From an optimization exercise on the open Yosys and OpenROAD flow, aimed at small area and a short achievable clock period; shortcuts taken in it are not production practice.
For this run, only the layout was checked, not whether the RTL still works.

$ cat design/flow/design.v
module RankerCore (
    input  wire        clk,
    input  wire        rst,
    input  wire        valid,
    input  wire        pos_hi_zero,
    input  wire [9:0]  pos_lo,
    input  wire [31:0] base_score,
    input  wire        base_valid,
    output wire [31:0] result,
    output reg  [15:0] rank,
    output reg         seen
);
    wire [9:0] bias_lut;
    bias_table lut (.p(pos_lo), .bias_lut(bias_lut));
    wire [9:0] bias = {10{pos_hi_zero}} & bias_lut;
    wire [10:0] lo_sum = {1'b0, {10{base_valid}} & base_score[9:0]} + {1'b0, bias};
    wire [21:0] hi_sum = base_score[31:10] + {21'd0, lo_sum[10]};
    reg  [31:0] res_q;
    reg         hi_valid;
    always @(posedge clk) begin
        if (valid) begin
            res_q    <= {hi_sum, lo_sum[9:0]};
            hi_valid <= base_valid;
        end
    end
    assign result = {{22{hi_valid}} & res_q[31:10], res_q[9:0]};
    always @(posedge clk or posedge rst) begin
        if (rst) begin
            rank <= 16'd0;
            seen <= 1'b0;
        end else begin
            rank <= rank + {15'd0, valid & seen};
            seen <= seen | valid;
        end
    end
endmodule
module bias_table(p, bias_lut);
  input [9:0] p;
  wire [9:0] p;
  output [9:0] bias_lut;
  wire [9:0] bias_lut;
  wire _000_;
  wire _001_;
  wire _002_;
  wire _003_;
  wire _004_;
  wire _005_;
  wire _006_;
  wire _007_;
  wire _008_;
  wire _009_;
  wire _010_;
  wire _011_;
  wire _012_;
  wire _013_;
  wire _014_;
  wire _015_;
  wire _016_;
  wire _017_;
  wire _018_;
  wire _019_;
  wire _020_;
  wire _021_;
  wire _022_;
  wire _023_;
  wire _024_;
  wire _025_;
  wire _026_;
  wire _027_;
  wire _028_;
  wire _029_;
  wire _030_;
  wire _031_;
  wire _032_;
  wire _033_;
  wire _034_;
  wire _035_;
  wire _036_;
  wire _037_;
  wire _038_;
  wire _039_;
  wire _040_;
  wire _041_;
  wire _042_;
  wire _043_;
  wire _044_;
  wire _045_;
  wire _046_;
  wire _047_;
  wire _048_;
  wire _049_;
  wire _050_;
  wire _051_;
  wire _052_;
  wire _053_;
  wire _054_;
  wire _055_;
  wire _056_;
  wire _057_;
  wire _058_;
  wire _059_;
  wire _060_;
  wire _061_;
  wire _062_;
  wire _063_;
  wire _064_;
  wire _065_;
  wire _066_;
  wire _067_;
  wire _068_;
  wire _069_;
  wire _070_;
  wire _071_;
  wire _072_;
  wire _073_;
  wire _074_;
  wire _075_;
  wire _076_;
  wire _077_;
  wire _078_;
  wire _079_;
  wire _080_;
  wire _081_;
  wire _082_;
  wire _083_;
  wire _084_;
  wire _085_;
  wire _086_;
  wire _087_;
  wire _088_;
  wire _089_;
  wire _090_;
  wire _091_;
  wire _092_;
  wire _093_;
  wire _094_;
  wire _095_;
  wire _096_;
  wire _097_;
  wire _098_;
  wire _099_;
  wire _100_;
  wire _101_;
  wire _102_;
  wire _103_;
  wire _104_;
  wire _105_;
  wire _106_;
  wire _107_;
  wire _108_;
  wire _109_;
  wire _110_;
  wire _111_;
  wire _112_;
  wire _113_;
  wire _114_;
  wire _115_;
  wire _116_;
  wire _117_;
  wire _118_;
  wire _119_;
  wire _120_;
  wire _121_;
  wire _122_;
  wire _123_;
  wire _124_;
  wire _125_;
  wire _126_;
  wire _127_;
  wire _128_;
  wire _129_;
  wire _130_;
  wire _131_;
  wire _132_;
  wire _133_;
  wire _134_;
  wire _135_;
  wire _136_;
  wire _137_;
  wire _138_;
  wire _139_;
  wire _140_;
  wire _141_;
  wire _142_;
  wire _143_;
  wire _144_;
  wire _145_;
  wire _146_;
  wire _147_;
  wire _148_;
  wire _149_;
  wire _150_;
  wire _151_;
  wire _152_;
  wire _153_;
  wire _154_;
  wire _155_;
  wire _156_;
  wire _157_;
  wire _158_;
  wire _159_;
  wire _160_;
  wire _161_;
  wire _162_;
  wire _163_;
  wire _164_;
  wire _165_;
  wire _166_;
  wire _167_;
  wire _168_;
  wire _169_;
  wire _170_;
  wire _171_;
  wire _172_;
  wire _173_;
  wire _174_;
  wire _175_;
  wire _176_;
  wire _177_;
  wire _178_;
  wire _179_;
  wire _180_;
  wire _181_;
  wire _182_;
  wire _183_;
  wire _184_;
  wire _185_;
  wire _186_;
  wire _187_;
  wire _188_;
  wire _189_;
  wire _190_;
  wire _191_;
  wire _192_;
  wire _193_;
  wire _194_;
  wire _195_;
  wire _196_;
  wire _197_;
  wire _198_;
  wire _199_;
  wire _200_;
  wire _201_;
  wire _202_;
  wire _203_;
  wire _204_;
  wire _205_;
  wire _206_;
  wire _207_;
  wire _208_;
  wire _209_;
  wire _210_;
  wire _211_;
  wire _212_;
  wire _213_;
  wire _214_;
  wire _215_;
  wire _216_;
  wire _217_;
  wire _218_;
  wire _219_;
  wire _220_;
  wire _221_;
  wire _222_;
  wire _223_;
  wire _224_;
  wire _225_;
  wire _226_;
  wire _227_;
  wire _228_;
  wire _229_;
  wire _230_;
  wire _231_;
  wire _232_;
  wire _233_;
  wire _234_;
  wire _235_;
  wire _236_;
  wire _237_;
  wire _238_;
  wire _239_;
  wire _240_;
  wire _241_;
  wire _242_;
  wire _243_;
  wire _244_;
  wire _245_;
  wire _246_;
  wire _247_;
  wire _248_;
  wire _249_;
  wire _250_;
  wire _251_;
  wire _252_;
  wire _253_;
  wire _254_;
  wire _255_;
  wire _256_;
  wire _257_;
  wire _258_;
  wire _259_;
  wire _260_;
  wire _261_;
  wire _262_;
  wire _263_;
  wire _264_;
  wire _265_;
  wire _266_;
  wire _267_;
  wire _268_;
  wire _269_;
  wire _270_;
  wire _271_;
  wire _272_;
  wire _273_;
  wire _274_;
  wire _275_;
  wire _276_;
  assign _108_ = 4'h8 >> { p[0], p[1] };
  assign _119_ = 4'h1 >> { _108_, p[2] };
  assign _130_ = 4'h1 >> p[4:3];
  assign _140_ = 4'h4 >> { _130_, p[5] };
  assign _151_ = 4'h1 >> p[5:4];
  assign _162_ = 4'h4 >> { _151_, p[3] };
  assign _173_ = 4'h1 >> p[9:8];
  assign _181_ = 4'h4 >> { _173_, p[7] };
  assign _192_ = 4'h4 >> { _181_, p[6] };
  assign _200_ = 4'h8 >> { _192_, _179_ };
  assign bias_lut[8] = 4'h8 >> { _200_, _119_ };
  assign _209_ = 4'h2 >> p[5:4];
  assign _210_ = 4'h8 >> p[4:3];
  assign _211_ = 4'h1 >> p[2:1];
  assign _212_ = 4'h2 >> { _211_, p[6] };
  assign _213_ = 4'h8 >> { _212_, _210_ };
  assign _214_ = 4'h8 >> { _210_, p[6] };
  assign _215_ = 4'h4 >> { _214_, _211_ };
  assign _216_ = 4'h2 >> { _180_, p[6] };
  assign _217_ = 4'h1 >> { _216_, _209_ };
  assign _218_ = 4'h1 >> { _217_, _179_ };
  assign _219_ = 4'h2 >> { p[5], p[2] };
  assign _220_ = 4'h8 >> { p[3], p[1] };
  assign _221_ = 4'h8 >> { _220_, _219_ };
  assign _222_ = 4'h8 >> p[2:1];
  assign _223_ = 4'h2 >> { _222_, p[5] };
  assign _224_ = 4'h8 >> { _223_, _130_ };
  assign _225_ = 4'h2 >> { _224_, p[7] };
  assign _226_ = 4'h4 >> { _225_, _221_ };
  assign _227_ = 4'h2 >> { _221_, p[7] };
  assign _228_ = 4'h4 >> { _227_, _224_ };
  assign _229_ = 4'h4 >> { _182_, p[8] };
  assign _230_ = 4'h4 >> { _229_, _218_ };
  assign _231_ = 4'h4 >> { _209_, p[3] };
  assign _232_ = 4'h4 >> { _231_, _119_ };
  assign _233_ = 4'h2 >> { _223_, _210_ };
  assign _234_ = 4'h8 >> { _233_, p[5] };
  assign _235_ = 4'h8 >> { _231_, p[2] };
  assign _236_ = 4'h1 >> { _235_, p[6] };
  assign _237_ = 4'h4 >> { _236_, _234_ };
  assign _238_ = 4'h8 >> { _222_, p[0] };
  assign _239_ = 4'h8 >> { _108_, p[2] };
  assign _240_ = 4'h4 >> { _211_, p[0] };
  assign _241_ = 4'h1 >> { _240_, _183_ };
  assign _242_ = 4'h1 >> { _241_, p[5] };
  assign _243_ = 4'h1 >> { p[5], p[1] };
  assign _244_ = 4'h2 >> { _243_, _130_ };
  assign _245_ = 4'h1 >> { _244_, _242_ };
  assign _246_ = 4'h8 >> { _245_, _237_ };
  assign _247_ = 4'h8 >> { p[2], p[0] };
  assign _248_ = 4'h1 >> { _247_, _222_ };
  assign _249_ = 4'h2 >> { _248_, p[5] };
  assign _250_ = 4'h8 >> { _249_, _180_ };
  assign _251_ = 4'h2 >> { _248_, _180_ };
  assign _252_ = 4'h8 >> { _251_, p[5] };
  assign _253_ = 4'h8 >> { _214_, p[5] };
  assign _254_ = 4'h4 >> { _253_, _248_ };
  assign _255_ = 4'h1 >> { _184_, _246_ };
  assign _256_ = 4'h4 >> { _255_, _232_ };
  assign _257_ = 4'h2 >> { p[4], p[0] };
  assign _258_ = 4'h4 >> { p[3], p[1] };
  assign _259_ = 4'h4 >> { _258_, _257_ };
  assign _260_ = 4'h1 >> { _259_, _130_ };
  assign _261_ = 4'h4 >> { _243_, p[2] };
  assign _262_ = 4'h4 >> { _211_, p[5] };
  assign _263_ = 4'h1 >> { p[5], p[2] };
  assign _264_ = 4'h4 >> { _263_, p[1] };
  assign _265_ = 4'h1 >> { _185_, _183_ };
  assign _266_ = 4'h4 >> { _265_, p[8] };
  assign _267_ = 4'h1 >> { _183_, p[8] };
  assign _268_ = 4'h4 >> { _267_, _185_ };
  assign _269_ = 4'h1 >> { _186_, _260_ };
  assign _270_ = 4'h1 >> p[3:2];
  assign _271_ = 4'h1 >> { _270_, _183_ };
  assign _272_ = 4'h1 >> { _219_, p[4] };
  assign _273_ = 4'h8 >> { _272_, _271_ };
  assign _274_ = 4'h1 >> { _273_, _269_ };
  assign _275_ = 4'h8 >> { _274_, p[6] };
  assign _276_ = 4'h2 >> { _273_, p[6] };
  assign _000_ = 4'h4 >> { _276_, _269_ };
  assign _001_ = 4'h8 >> { _187_, _256_ };
  assign _002_ = 4'h1 >> { p[3], p[1] };
  assign _003_ = 4'h1 >> { _002_, _220_ };
  assign _004_ = 4'h4 >> { _003_, p[2] };
  assign _005_ = 4'h1 >> { p[4], p[0] };
  assign _006_ = 4'h4 >> { _005_, p[5] };
  assign _007_ = 4'h4 >> { _151_, p[0] };
  assign _008_ = 4'h2 >> { _263_, p[4] };
  assign _009_ = 4'h4 >> { _008_, _002_ };
  assign _010_ = 4'h1 >> { _009_, _188_ };
  assign _011_ = 4'h2 >> { _010_, _004_ };
  assign _012_ = 4'h1 >> { _270_, _258_ };
  assign _013_ = 4'h2 >> { _263_, _257_ };
  assign _014_ = 4'h4 >> { _013_, _012_ };
  assign _015_ = 4'h8 >> { _209_, p[0] };
  assign _016_ = 4'h4 >> { _015_, _004_ };
  assign _017_ = 4'h1 >> { _016_, _014_ };
  assign _018_ = 4'h4 >> { _017_, _011_ };
  assign _019_ = 4'h1 >> { _005_, _263_ };
  assign _020_ = 4'h2 >> { _019_, _012_ };
  assign _021_ = 4'h4 >> { _020_, _188_ };
  assign _022_ = 4'h4 >> { _012_, _188_ };
  assign _023_ = 4'h4 >> { _022_, _019_ };
  assign _024_ = 4'h4 >> { _183_, p[3] };
  assign _025_ = 4'h1 >> { _024_, p[8] };
  assign _026_ = 4'h4 >> { _025_, _189_ };
  assign _027_ = 4'h8 >> { _026_, _237_ };
  assign _028_ = 4'h8 >> { _027_, _018_ };
  assign _029_ = 4'h4 >> { _025_, _014_ };
  assign _030_ = 4'h1 >> { _014_, p[8] };
  assign _031_ = 4'h4 >> { _030_, _024_ };
  assign _032_ = 4'h1 >> { _189_, _016_ };
  assign _033_ = 4'h8 >> { _032_, _190_ };
  assign _034_ = 4'h2 >> { _011_, _237_ };
  assign _035_ = 4'h8 >> { _034_, _033_ };
  assign _036_ = 4'h8 >> { p[8], p[6] };
  assign _037_ = 4'h4 >> { _036_, _151_ };
  assign _038_ = 4'h1 >> { _037_, _191_ };
  assign _039_ = 4'h4 >> { _038_, p[7] };
  assign _040_ = 4'h1 >> { _037_, p[7] };
  assign _041_ = 4'h4 >> { _040_, _191_ };
  assign _042_ = 4'h4 >> { _193_, _001_ };
  assign _043_ = 4'h8 >> { p[7], p[5] };
  assign _044_ = 4'h8 >> { _043_, _036_ };
  assign _045_ = 4'h2 >> { _270_, p[4] };
  assign _046_ = 4'h8 >> { _045_, _044_ };
  assign _047_ = 4'h1 >> { _046_, p[9] };
  assign _048_ = 4'h4 >> { _047_, _042_ };
  assign _049_ = 4'h4 >> { _048_, _230_ };
  assign _050_ = 4'h4 >> { _047_, _230_ };
  assign _051_ = 4'h4 >> { _050_, _042_ };
  assign bias_lut[7] = 4'h8 >> { _194_, _200_ };
  assign _052_ = 4'h2 >> { _003_, _247_ };
  assign _053_ = 4'h8 >> { _256_, p[2] };
  assign _054_ = 4'h1 >> { _053_, p[6] };
  assign _055_ = 4'h4 >> { _179_, _108_ };
  assign _056_ = 4'h4 >> { _270_, p[4] };
  assign _057_ = 4'h1 >> { _056_, _055_ };
  assign _058_ = 4'h4 >> { _057_, _233_ };
  assign _059_ = 4'h1 >> { _056_, _233_ };
  assign _060_ = 4'h4 >> { _059_, _055_ };
  assign _061_ = 4'h8 >> { _195_, _256_ };
  assign _062_ = 4'h1 >> { _061_, p[7] };
  assign _063_ = 4'h4 >> { _062_, _054_ };
  assign _064_ = 4'h2 >> { _063_, _192_ };
  assign _065_ = 4'h8 >> { _064_, _151_ };
  assign _066_ = 4'h4 >> { _065_, _052_ };
  assign _067_ = 4'h2 >> { _052_, _151_ };
  assign _068_ = 4'h8 >> { _067_, _064_ };
  assign _069_ = 4'h1 >> { _211_, p[4] };
  assign _070_ = 4'h2 >> { _222_, p[3] };
  assign _071_ = 4'h2 >> { _070_, p[0] };
  assign _072_ = 4'h2 >> { _071_, _069_ };
  assign _073_ = 4'h2 >> { p[3], p[0] };
  assign _074_ = 4'h2 >> { _073_, _069_ };
  assign _075_ = 4'h4 >> { _074_, _183_ };
  assign _076_ = 4'h2 >> p[4:3];
  assign _077_ = 4'h1 >> { _076_, _005_ };
  assign _078_ = 4'h1 >> { _183_, _211_ };
  assign _079_ = 4'h4 >> { _078_, _077_ };
  assign _080_ = 4'h2 >> { _196_, _064_ };
  assign _081_ = 4'h4 >> { _080_, p[5] };
  assign _082_ = 4'h1 >> { _196_, p[5] };
  assign _083_ = 4'h8 >> { _082_, _064_ };
  assign _084_ = 4'h1 >> { _005_, _271_ };
  assign _085_ = 4'h4 >> { _220_, p[4] };
  assign _086_ = 4'h8 >> { _076_, p[1] };
  assign _087_ = 4'h4 >> { _197_, p[2] };
  assign _088_ = 4'h1 >> { _087_, p[5] };
  assign _089_ = 4'h4 >> { _088_, _084_ };
  assign _090_ = 4'h4 >> { _271_, p[5] };
  assign _091_ = 4'h1 >> { _090_, _188_ };
  assign _092_ = 4'h1 >> { _091_, _087_ };
  assign _093_ = 4'h2 >> { _198_, _181_ };
  assign _094_ = 4'h8 >> { _093_, _237_ };
  assign _095_ = 4'h8 >> { _237_, _181_ };
  assign _096_ = 4'h4 >> { _095_, _198_ };
  assign _097_ = 4'h4 >> { _248_, p[4] };
  assign _098_ = 4'h1 >> { _188_, _240_ };
  assign _099_ = 4'h2 >> { _098_, _097_ };
  assign _100_ = 4'h1 >> { _099_, _255_ };
  assign bias_lut[3] = 4'h2 >> { _100_, _181_ };
  assign _101_ = 4'h2 >> { _180_, p[7] };
  assign _102_ = 4'h4 >> p[6:5];
  assign _103_ = 4'h1 >> { _102_, _101_ };
  assign _104_ = 4'h8 >> { _063_, p[4] };
  assign _105_ = 4'h8 >> { _104_, _103_ };
  assign _106_ = 4'h8 >> { _256_, p[4] };
  assign _107_ = 4'h8 >> { p[5], p[3] };
  assign _109_ = 4'h8 >> { _107_, _240_ };
  assign _110_ = 4'h1 >> { _109_, _009_ };
  assign _111_ = 4'h1 >> { _219_, _119_ };
  assign _112_ = 4'h4 >> { _111_, _107_ };
  assign _113_ = 4'h1 >> { _107_, _219_ };
  assign _114_ = 4'h4 >> { _113_, _119_ };
  assign _115_ = 4'h4 >> { _188_, _003_ };
  assign _116_ = 4'h1 >> { _115_, _199_ };
  assign _117_ = 4'h8 >> { _116_, _110_ };
  assign _118_ = 4'h2 >> { _115_, _110_ };
  assign _120_ = 4'h4 >> { _118_, _199_ };
  assign _121_ = 4'h1 >> { _199_, _009_ };
  assign _122_ = 4'h1 >> { _115_, _109_ };
  assign _123_ = 4'h8 >> { _122_, _121_ };
  assign _124_ = 4'h4 >> { _201_, p[6] };
  assign _125_ = 4'h4 >> { _124_, _106_ };
  assign _126_ = 4'h1 >> { _104_, _103_ };
  assign _127_ = 4'h1 >> { _126_, _125_ };
  assign _128_ = 4'h4 >> { _127_, _105_ };
  assign _129_ = 4'h2 >> { _104_, _103_ };
  assign _131_ = 4'h4 >> { _104_, _103_ };
  assign _132_ = 4'h1 >> { _131_, _129_ };
  assign _133_ = 4'h1 >> { _132_, _125_ };
  assign bias_lut[2] = 4'h2 >> { _202_, _173_ };
  assign _134_ = 4'h1 >> { _211_, p[3] };
  assign _135_ = 4'h1 >> { _134_, _097_ };
  assign _136_ = 4'h1 >> { _135_, _182_ };
  assign _137_ = 4'h2 >> { _136_, p[5] };
  assign _138_ = 4'h1 >> { _220_, p[0] };
  assign _139_ = 4'h4 >> { _002_, _151_ };
  assign _141_ = 4'h1 >> { _139_, _008_ };
  assign _142_ = 4'h2 >> { _141_, _138_ };
  assign _143_ = 4'h1 >> { _008_, _002_ };
  assign _144_ = 4'h4 >> { _138_, _151_ };
  assign _145_ = 4'h1 >> { _151_, p[0] };
  assign _146_ = 4'h4 >> { _145_, _220_ };
  assign _147_ = 4'h4 >> { _203_, _143_ };
  assign _148_ = 4'h8 >> { _188_, _258_ };
  assign _149_ = 4'h2 >> { _015_, _119_ };
  assign _150_ = 4'h4 >> { _149_, _148_ };
  assign _152_ = 4'h2 >> { _257_, _219_ };
  assign _153_ = 4'h1 >> { _152_, _222_ };
  assign _154_ = 4'h4 >> { _153_, _150_ };
  assign _155_ = 4'h8 >> { _013_, _258_ };
  assign _156_ = 4'h1 >> { _197_, p[7] };
  assign _157_ = 4'h4 >> { _156_, _155_ };
  assign _158_ = 4'h4 >> { _157_, _154_ };
  assign _159_ = 4'h4 >> { _158_, _204_ };
  assign _160_ = 4'h4 >> { _157_, _204_ };
  assign _161_ = 4'h4 >> { _160_, _154_ };
  assign _163_ = 4'h1 >> { _205_, _137_ };
  assign _164_ = 4'h4 >> { _163_, p[6] };
  assign _165_ = 4'h1 >> { _205_, p[6] };
  assign _166_ = 4'h4 >> { _165_, _137_ };
  assign _167_ = 4'h8 >> { _043_, _180_ };
  assign _168_ = 4'h1 >> { _167_, _206_ };
  assign _169_ = 4'h4 >> { _168_, _063_ };
  assign _170_ = 4'h4 >> { _169_, p[8] };
  assign _171_ = 4'h1 >> { _167_, p[8] };
  assign _172_ = 4'h4 >> { _171_, _206_ };
  assign _174_ = 4'h4 >> { _172_, _063_ };
  assign bias_lut[1] = 4'h2 >> { _207_, _047_ };
  assign _175_ = 4'h4 >> { _044_, _130_ };
  assign _176_ = 4'h8 >> { _175_, p[9] };
  assign _177_ = 4'h2 >> { _130_, p[9] };
  assign _178_ = 4'h8 >> { _177_, _044_ };
  assign bias_lut[0] = 4'h1 >> { _208_, _194_ };
  assign bias_lut[9] = 4'h2 >> { _201_, bias_lut[8] };
  assign _179_ = 4'he >> { _140_, _162_ };
  assign _180_ = 4'he >> { _213_, _215_ };
  assign _182_ = 4'he >> { _226_, _228_ };
  assign _183_ = 4'he >> { _238_, _239_ };
  assign _184_ = 8'hfe >> { _250_, _252_, _254_ };
  assign _185_ = 8'hfe >> { _261_, _262_, _264_ };
  assign _186_ = 4'he >> { _266_, _268_ };
  assign _187_ = 4'he >> { _275_, _000_ };
  assign _188_ = 4'he >> { _006_, _007_ };
  assign _189_ = 4'he >> { _021_, _023_ };
  assign _190_ = 4'he >> { _029_, _031_ };
  assign _191_ = 4'he >> { _028_, _035_ };
  assign _193_ = 4'he >> { _039_, _041_ };
  assign _194_ = 4'he >> { _049_, _051_ };
  assign _195_ = 4'he >> { _058_, _060_ };
  assign bias_lut[6] = 4'he >> { _066_, _068_ };
  assign _196_ = 8'hfe >> { _072_, _075_, _079_ };
  assign bias_lut[5] = 4'he >> { _081_, _083_ };
  assign _197_ = 4'he >> { _085_, _086_ };
  assign _198_ = 4'he >> { _089_, _092_ };
  assign bias_lut[4] = 4'he >> { _094_, _096_ };
  assign _199_ = 4'he >> { _112_, _114_ };
  assign _201_ = 8'hfe >> { _117_, _120_, _123_ };
  assign _202_ = 4'he >> { _128_, _133_ };
  assign _203_ = 4'he >> { _144_, _146_ };
  assign _204_ = 4'he >> { _142_, _147_ };
  assign _205_ = 4'he >> { _159_, _161_ };
  assign _206_ = 4'he >> { _164_, _166_ };
  assign _207_ = 4'he >> { _170_, _174_ };
  assign _208_ = 4'he >> { _176_, _178_ };
endmodule
module top_level (
    input wire clk,
    input wire rst_n,
    input  wire [15:0] axi_awaddr,
    input  wire        axi_awvalid,
    output wire        axi_awready,
    input  wire [2:0]  axi_awprot,
    input  wire [31:0] axi_wdata,
    input  wire [3:0]  axi_wstrb,
    input  wire        axi_wvalid,
    output wire        axi_wready,
    output wire [1:0]  axi_bresp,
    output wire        axi_bvalid,
    input  wire        axi_bready,
    input  wire [15:0] axi_araddr,
    input  wire        axi_arvalid,
    output wire        axi_arready,
    input  wire [2:0]  axi_arprot,
    output wire [31:0] axi_rdata,
    output wire [1:0]  axi_rresp,
    output wire        axi_rvalid,
    input  wire        axi_rready,
    output wire [31:0] mem_addr,
    output wire [15:0] mem_wdata,
    input  wire [15:0] mem_rdata,
    output wire        mem_we,
    output wire        mem_oe,
    output wire        mem_ce,
    input  wire        mem_ready,
    output wire [7:0]  led_status,
    output wire        led_error,
    output wire        irq_out
);
    wire reset = !rst_n;
    reg wr_dat, wr_rsp;
    wire wr_idle = !wr_dat & !wr_rsp;
    always @(posedge clk or posedge reset) begin
        if (reset) begin
            wr_dat <= 1'b0;
            wr_rsp <= 1'b0;
        end else begin
            wr_dat <= wr_idle & axi_awvalid & axi_wvalid;
            wr_rsp <= wr_dat | (wr_rsp & !axi_bready);
        end
    end
    reg rd_dat, rd_rsp;
    wire rd_idle = !rd_dat & !rd_rsp;
    always @(posedge clk or posedge reset) begin
        if (reset) begin
            rd_dat <= 1'b0;
            rd_rsp <= 1'b0;
        end else begin
            rd_dat <= rd_idle & axi_arvalid;
            rd_rsp <= rd_dat | (rd_rsp & !axi_rready);
        end
    end
    assign axi_awready = wr_dat;
    assign axi_wready  = wr_dat;
    assign axi_bvalid  = wr_rsp;
    assign axi_bresp   = 2'b00;
    assign axi_arready = rd_dat;
    assign axi_rvalid  = rd_rsp;
    assign axi_rresp   = 2'b00;
    reg       wa_hit, ra_hit;
    reg [3:0] wa_idx, ra_idx;
    always @(posedge clk) begin
        wa_hit <= (axi_awaddr[15:6] == 10'd0) & (axi_awaddr[1:0] == 2'b00);
        wa_idx <= axi_awaddr[5:2];
        ra_hit <= (axi_araddr[15:6] == 10'd0) & (axi_araddr[1:0] == 2'b00);
        ra_idx <= axi_araddr[5:2];
    end
    wire [15:0] wsel = {16{wr_dat & wa_hit}} & (16'd1 << wa_idx);
    wire [15:0] rsel = {16{ra_hit}} & (16'd1 << ra_idx);
    reg [31:0] score_q, ctrl_q, cfg_q, keyl_q, keyh_q, root_q, hashl_q, hashh_q, segl_q, segh_q, posl_q, posh_q;
    reg        score_v, ctrl_v, cfg_v, keyl_v, keyh_v, root_v, hashl_v, hashh_v, segl_v, segh_v, posl_v, posh_v;
    always @(posedge clk) begin
        if (wsel[0])  ctrl_q  <= axi_wdata;
        if (wsel[2])  cfg_q   <= axi_wdata;
        if (wsel[4])  keyl_q  <= axi_wdata;
        if (wsel[5])  keyh_q  <= axi_wdata;
        if (wsel[6])  root_q  <= axi_wdata;
        if (wsel[8])  hashl_q <= axi_wdata;
        if (wsel[9])  hashh_q <= axi_wdata;
        if (wsel[10]) segl_q  <= axi_wdata;
        if (wsel[11]) segh_q  <= axi_wdata;
        if (wsel[12]) posl_q  <= axi_wdata;
        if (wsel[13]) posh_q  <= axi_wdata;
        if (wsel[14]) score_q <= axi_wdata;
    end
    always @(posedge clk or posedge reset) begin
        if (reset) begin
            ctrl_v <= 1'b0; cfg_v <= 1'b0; keyl_v <= 1'b0; keyh_v <= 1'b0;
            root_v <= 1'b0; hashl_v <= 1'b0; hashh_v <= 1'b0; segl_v <= 1'b0;
            segh_v <= 1'b0; posl_v <= 1'b0; posh_v <= 1'b0;
            score_v <= 1'b0;
        end else begin
            if (wsel[0])  ctrl_v  <= 1'b1;
            if (wsel[2])  cfg_v   <= 1'b1;
            if (wsel[4])  keyl_v  <= 1'b1;
            if (wsel[5])  keyh_v  <= 1'b1;
            if (wsel[6])  root_v  <= 1'b1;
            if (wsel[8])  hashl_v <= 1'b1;
            if (wsel[9])  hashh_v <= 1'b1;
            if (wsel[10]) segl_v  <= 1'b1;
            if (wsel[11]) segh_v  <= 1'b1;
            if (wsel[12]) posl_v  <= 1'b1;
            if (wsel[13]) posh_v  <= 1'b1;
            if (wsel[14]) score_v <= 1'b1;
        end
    end
    wire ranker_valid = ctrl_v & ctrl_q[1];
    wire [31:0] rnk_res;
    wire [15:0] rnk_rank;
    wire        rnk_seen;
    wire        pos_hi_zero = (!posh_v | (posh_q == 32'd0)) & (!posl_v | (posl_q[31:10] == 22'd0));
    wire [9:0]  pos_lo = {10{posl_v}} & posl_q[9:0];
    RankerCore ranker (
        .clk(clk),
        .rst(reset),
        .valid(ranker_valid),
        .pos_hi_zero(pos_hi_zero),
        .pos_lo(pos_lo),
        .base_score(score_q),
        .base_valid(score_v),
        .result(rnk_res),
        .rank(rnk_rank),
        .seen(rnk_seen)
    );
    wire [31:0] rmux =
          ({32{rsel[0]  & ctrl_v}}  & ctrl_q)
        | ({32{rsel[1]}}            & {rnk_rank, 14'd0, rnk_seen, 1'b0})
        | ({32{rsel[2]  & cfg_v}}   & cfg_q)
        | ({32{rsel[4]  & keyl_v}}  & keyl_q)
        | ({32{rsel[5]  & keyh_v}}  & keyh_q)
        | ({32{rsel[6]  & root_v}}  & root_q)
        | ({32{rsel[8]  & hashl_v}} & hashl_q)
        | ({32{rsel[9]  & hashh_v}} & hashh_q)
        | ({32{rsel[10] & segl_v}}  & segl_q)
        | ({32{rsel[11] & segh_v}}  & segh_q)
        | ({32{rsel[12] & posl_v}}  & posl_q)
        | ({32{rsel[13] & posh_v}}  & posh_q)
        | ({32{rsel[14] & score_v}} & score_q)
        | ({32{rsel[15] & rnk_seen}} & rnk_res)
        | ({32{!ra_hit}}            & 32'hDEADBEEF);
    reg [31:0] rd_data_q;
    always @(posedge clk or posedge reset) begin
        if (reset)
            rd_data_q <= 32'd0;
        else
            rd_data_q <= ({32{rd_dat}} & rmux) | ({32{!rd_dat}} & rd_data_q);
    end
    assign axi_rdata = rd_data_q;
    assign mem_addr   = 32'd0;
    assign mem_wdata  = 16'd0;
    assign mem_we     = 1'b0;
    assign mem_oe     = 1'b0;
    assign mem_ce     = 1'b0;
    assign led_status = {1'b0, ranker_valid, 1'b0, mem_ready, 4'b0000};
    assign led_error  = 1'b0;
    assign irq_out    = ranker_valid;
endmodule
$ cat design/flow/flow/run.sh
#!/bin/bash
# Own layout flow: the standard ORFS flow (standard.sh) with a few
# ORFS variables added to config.mk.
set -euo pipefail
cd "$(dirname "$0")/.."
{
  echo 'export BUFFER_PORTS_ARGS = -buffer_cell sky130_fd_sc_hd__buf_1'
  echo 'export CTS_ARGS = -sink_clustering_enable -repair_clock_nets -dont_use_dummy_load -buf_list sky130_fd_sc_hd__clkbuf_16 -sink_clustering_size 30 -sink_clustering_max_diameter 100'
  echo 'export SKIP_REPAIR_TIE_FANOUT = 1'
  echo "export PRE_GLOBAL_PLACE_TCL = $PWD/flow/ties.tcl"
} >> config.mk
bash standard.sh > standard_flow.log 2>&1
$ cat design/flow/flow/ties.tcl
# Tie cells: one conb_1 per group of at most 8 constant outputs, in place of
# the standard one per output (the floorplan's own tie repair is skipped).
set tielo_cell_name [lindex $::env(TIELO_CELL_AND_PORT) 0]
set tielo_lib_name [get_name [get_property [lindex [get_lib_cell $tielo_cell_name] 0] library]]
set tielo_pin $tielo_lib_name/$tielo_cell_name/[lindex $::env(TIELO_CELL_AND_PORT) 1]
repair_tie_fanout -max_fanout 8 -separation $::env(TIE_SEPARATION) -verbose $tielo_pin
$ cat design/flow/standard.sh
#!/bin/bash
# synth_recipe.tcl (not shown) runs the flow's synth.tcl, then flattens the netlist and writes it again
# the make line also repeats each setting of config.mk as NAME=value (left out here)
make -C /OpenROAD-flow-scripts/flow DESIGN_CONFIG=/design/flow/config.mk WORK_HOME=/design/flow/orfs CLKGATE_MAP_FILE= SYNTH_SCRIPT=/design/flow/synth_recipe.tcl "${@:-finish}"
$ cat design/flow/config.mk
export PLATFORM = sky130hd
export DESIGN_NAME = top_level
export DESIGN_NICKNAME = top_level
export VERILOG_FILES = /design/flow/design.v
export SDC_FILE = /design/flow/constraint.sdc
export NUM_CORES = 4
export LEC_CHECK = 0
export CAP_MARGIN = 10
export CORE_MARGIN = 2
export CORE_UTILIZATION = 45
export GPL_ROUTABILITY_DRIVEN = 1
export PLACE_DENSITY = 0.6
export SLEW_MARGIN = 10
export BUFFER_PORTS_ARGS = -buffer_cell sky130_fd_sc_hd__buf_1
export CTS_ARGS = -sink_clustering_enable -repair_clock_nets -dont_use_dummy_load -buf_list sky130_fd_sc_hd__clkbuf_16 -sink_clustering_size 30 -sink_clustering_max_diameter 100
export SKIP_REPAIR_TIE_FANOUT = 1
export PRE_GLOBAL_PLACE_TCL = /design/flow/flow/ties.tcl
$ cat design/flow/constraint.sdc
create_clock -name core_clock -period 300.0 [get_ports {clk}]
set_input_delay 60.0000 -clock core_clock [delete_from_list [all_inputs] [get_ports {clk}]]
set_output_delay 60.0000 -clock core_clock [all_outputs]
set_load 0.01 [all_outputs]
==> run notes <==
==> logic make-up after synthesis <==
| logic type | share of synthesized area [%] |
|---|---|
| AOI/OAI and AO/OA | 12.6 |
| muxes | 0.0559 |
| other | 0.0186 |
| xor gates and xnor gates | 1.78 |
| adders and majority gates | 1.28 |
| DFF | 71.2 |
| and+or+nand+nor | 8.85 |
| buffers and inverters | 4.24 |
==> synth_stat cells (22+ instances only) <==
cell,instances
sky130_fd_sc_hd__nand3_1,45
sky130_fd_sc_hd__a21oi_1,28
sky130_fd_sc_hd__edfxtp_1,417
sky130_fd_sc_hd__a22o_1,22
sky130_fd_sc_hd__dfrtp_1,65
sky130_fd_sc_hd__buf_4,65
sky130_fd_sc_hd__nand2_1,67
sky130_fd_sc_hd__xnor2_1,28
sky130_fd_sc_hd__a221oi_1,48
sky130_fd_sc_hd__nor2_1,54
sky130_fd_sc_hd__o22a_1,23
sky130_fd_sc_hd__nand4_1,30
sky130_fd_sc_hd__a22oi_1,125
sky130_fd_sc_hd__clkbuf_1,63
sky130_fd_sc_hd__nor4_1,27
==> results.cfg <==
[synth]
synth_top_area_share_pct = 62.1
yosys_register_bits = 492
yosysWarnings = 2
ys_top_cells_by_area = sky130_fd_sc_hd__edfxtp_1 62%, sky130_fd_sc_hd__dfrtp_1 8.1%, sky130_fd_sc_hd__a22oi_1 4.7%
sequential_cell_area_fraction_in_the_yosys_report_pct = 71.2
ys_dominant_reg_cell = sky130_fd_sc_hd__edfxtp_1
synthesis.instances = 1371
synth_enable_flop_cells = 417
cell_variety_after_synth = 71
synthDominantAreaCellType = sky130_fd_sc_hd__edfxtp_1
synth_area_per_cell_um2 = 14.7
syn_area_um2 = 20200
synth_nets = 1489
synth_async_sr_flop_share_pct = 13.2

[status]
last-stage-reached = 3_3_place_gp
run_status = aborted with a tool error
firstError = Error: global_place.tcl, 5 can't read "::env(TIELO_CELL_AND_PORT)": no such variable

[die]
die-width_um = 216
design.portCount = 200
vertical_die_dimension_um = 216
starting_density_pct = 45.6
std_cell_rows = 77

[place]
buffer_ports.inserted = 0
